Context: an optimization exercise on an open-source flow, tuned for small area. The choices shown serve that exercise and are no tape-out recipe. Function was checked by simulation only, so behaviour that the tests miss may differ from the original. Power figures rest on the tool's default switching activity, not on a simulated workload.

v13:
## hyper_bus
module hyper_bus #(
    parameter HBRAM_FRE   = 200_000_000,
    parameter BIT_WIDTH   = 16,
    parameter INIT_NUM    = 256,
    parameter LATENCY     = 7,
    parameter STRENGTH    = "34_ohms",
    parameter BURST_MODE  = "legacy",
    parameter BURST_LEN   = 16,
    parameter REFRESH     = "Full_Array",
    parameter CLOCK_TYPE  = "Single_Ended",
    parameter MASK_WIDTH  = 4
) (
    input                              ram_clock,
    input                              ram_reset,
    input                              ram_en,
    input                              rw_ctrl,
    input      [31:0]                  ram_addr,
    input      [31:0]                  ram_burst_len,
    output                             ram_wr_valid,
    input      [BIT_WIDTH * 2 - 1 : 0] ram_wr_data,
    output reg                         ram_rd_valid,
    output reg [BIT_WIDTH * 2 - 1 : 0] ram_rd_data,
    input      [MASK_WIDTH - 1 : 0]    ram_data_mask,
    output reg                         hbc_cal_pass,
    output reg                         ctrl_idle,
    output reg                         hbc_ck_p_hi,
    output                             hbc_ck_p_lo,
    output                             hbc_ck_n_hi,
    output                             hbc_ck_n_lo,
    output reg                         hbc_cs_n,
    output reg                         hbc_rst_n,
    output     [BIT_WIDTH - 1 : 0]     hbc_dq_en,
    output     [BIT_WIDTH - 1 : 0]     hbc_dq_out_hi,
    output     [BIT_WIDTH - 1 : 0]     hbc_dq_out_lo,
    input      [BIT_WIDTH - 1 : 0]     hbc_dq_in_hi,
    input      [BIT_WIDTH - 1 : 0]     hbc_dq_in_lo,
    output     [BIT_WIDTH/8 - 1 : 0]   hbc_rwds_en,
    output     [BIT_WIDTH/8 - 1 : 0]   hbc_rwds_out_hi,
    output     [BIT_WIDTH/8 - 1 : 0]   hbc_rwds_out_lo,
    input      [BIT_WIDTH/8 - 1 : 0]   hbc_rwds_in_hi,
    input      [BIT_WIDTH/8 - 1 : 0]   hbc_rwds_in_lo
);
Size: ~710 cells after synthesis, about 120 flip-flops, ~240 I/O pins.
==> flow/config.mk <==
export PLATFORM = sky130hd
export DESIGN_NAME = hyper_bus
export DESIGN_NICKNAME = hyper_bus
export VERILOG_FILES = /design/flow/design.v
export SDC_FILE = /design/flow/constraint.sdc
export NUM_CORES = 4
export LEC_CHECK = 0
export ABC_AREA = 1
export CAP_MARGIN = 20
export CORE_MARGIN = 2
export CORE_UTILIZATION = 40
export PLACE_DENSITY = 0.6
export SLEW_MARGIN = 20
==> flow/constraint.sdc <==
create_clock -name core_clock -period 5.0 [get_ports {ram_clock}]
set_input_delay 1.0000 -clock core_clock [delete_from_list [all_inputs] [get_ports {ram_clock}]]
set_output_delay 1.0000 -clock core_clock [all_outputs]
set_load 0.01 [all_outputs]
standard.sh (not shown) runs the stock make flow with config.mk's settings and CLKGATE_MAP_FILE= SYNTH_SCRIPT=/design/flow/synth_recipe.tcl, a recipe that flattens the netlist after the stock synthesis.
==> flow/flow/run.sh <==
#!/bin/bash
# Standard ORFS layout (the standard.sh, unchanged synthesis) with two
# area-related overrides:
#  - port buffers use the smallest buffer cell (every port still gets one)
#  - clock tree synthesis uses small clock buffers and no dummy loads
set -uo pipefail
export BUFFER_PORTS_ARGS="-buffer_cell sky130_fd_sc_hd__buf_1"
export CTS_ARGS="-sink_clustering_enable -repair_clock_nets -dont_use_dummy_load -buf_list {sky130_fd_sc_hd__clkbuf_2 sky130_fd_sc_hd__clkbuf_4 sky130_fd_sc_hd__clkbuf_8}"
bash standard.sh > make_finish.log 2>&1
st=$?
cp -r orfs/logs orfs_logs 2>/dev/null || true
exit $st
Changes in v5 relative to v13:
--- a/flow/flow/run.sh
+++ b/flow/flow/run.sh
@@ -2 +2 @@
-# Standard ORFS layout (the standard.sh, unchanged synthesis) with two
+# Standard ORFS layout (the standard.sh, unchanged synthesis) with
@@ -5 +5,2 @@
-#  - clock tree synthesis uses small clock buffers and no dummy loads
+#  - clock tree synthesis uses no dummy loads
+#  - after global routing, cells with timing slack are downsized (RECOVER_POWER)
@@ -8,0 +10 @@
+export RECOVER_POWER=100
Against v13, v5 reports a sequential cell area share that is higher.
The flow for v5 finished, though final verification flagged max-capacitance violations, max-slew violations.
The placed standard-cell area of v13 and that of v5 are within noise of each other.
In the reports for v5 and v13, the smaller worst-case vdd ir drop belongs to v5.
As far as post-route total power is concerned, v13 and v5 perform about the same.
Against v13 as the reference, v5 delivers a lower worst setup slack.
On hold slack, v13 tracks v5 almost exactly.
Max transition at the pin with the smallest max-transition slack across v5 and v13: v5
Looking at critical path startpoint, the state[0]$_DFFE_PP0P_ result is from v5; the rwds_wr$_DFF_PP0_ one comes from v13.
Modified inputs, v52 compared to v5
--- a/flow/flow/run.sh
+++ b/flow/flow/run.sh
@@ -2,2 +2,5 @@
-# Standard ORFS layout (the standard.sh, unchanged synthesis) with
-# area-related overrides:
+# The standard layout (standard.sh, with synth_recipe.tcl as the synthesis
+# script, so the same Yosys passes and registers) with area-related changes:
+#  - ABC maps the combinational logic with an area-oriented script
+#    (flow/abc_area.script: deepsyn + choice-based area mapping); ORFS reads it
+#    from a copy of its scripts folder, otherwise unchanged
@@ -6 +9 @@
-#  - after global routing, cells with timing slack are downsized (RECOVER_POWER)
+# Each tool's log stays under orfs/logs/; make's own output goes to make_finish.log.
@@ -7,0 +11,5 @@
+here=$(pwd)
+rm -rf "$here/orfs_scripts"
+cp -r "$FLOW_HOME/scripts" "$here/orfs_scripts"
+cp "$here/flow/abc_area.script" "$here/orfs_scripts/abc_area.script"
+export SCRIPTS_DIR="$here/orfs_scripts"
@@ -10 +17,0 @@
-export RECOVER_POWER=100
==> flow/flow/abc_area.script (new file) <==
strash
&get -n
&deepsyn -T 20
&put
dch -f
amap
topo
==> comparison <==
- v52 closes out successfully: all stages finished, all timing, DRC and antenna checks passed.
- Higher post-detailed-route via-to-cell ratio was reported by v52, not v5.
- Comparing v52 and v5, the lower number of max-cap violations was measured on v52.
- Part of the Yosys area used for sequential elements sits higher in v52 than in v5.
- Per the comparison of v52 with v5, number of cell rows now smaller, final worst-path setup slack saw a decrease.
- Between v5 and v52, the clock latency on the worst-skew pair does not differ in any meaningful way.
- Measured against v5, the maximum number of pins on one net before global-route repair of v52 comes out at 1.4 times the reference value.

[afterwards: timing with drivers on the ports]
The flow's constraints put no driver on any port. The routed layouts listed below were extracted and timed again, unchanged, in two steps.
Step 1 assumes that a clkbuf_16 drives the clock port and a buf_2 every other input.
Step 2 times the ports against the registers' clock, not the clock port: input delays grow and output delays shrink by t, the midpoint of the rising clock arrivals with the driver on.
Three values: ideal ports, drivers, drivers and shift; two values: the first two.
| run | shift t [ns] | setup WS [ns] | worst register clock-pin slew, ns |
|---|---|---|---|
| v13 | 0.461 | 1.967 / 1.933 / 2.373 | 0.08 / 0.08 |
| v5 | 0.463 | 1.678 / 1.678 / 1.459 | 0.08 / 0.08 |
| v52 | 0.449 | 0.778 / 0.778 / 0.700 | 0.07 / 0.07 |
The setup slack of v5, which loses most, moves by 0.000 ns with the drivers and by -0.219 ns with both steps. The worst setup slack also covers recovery checks on asynchronous resets.
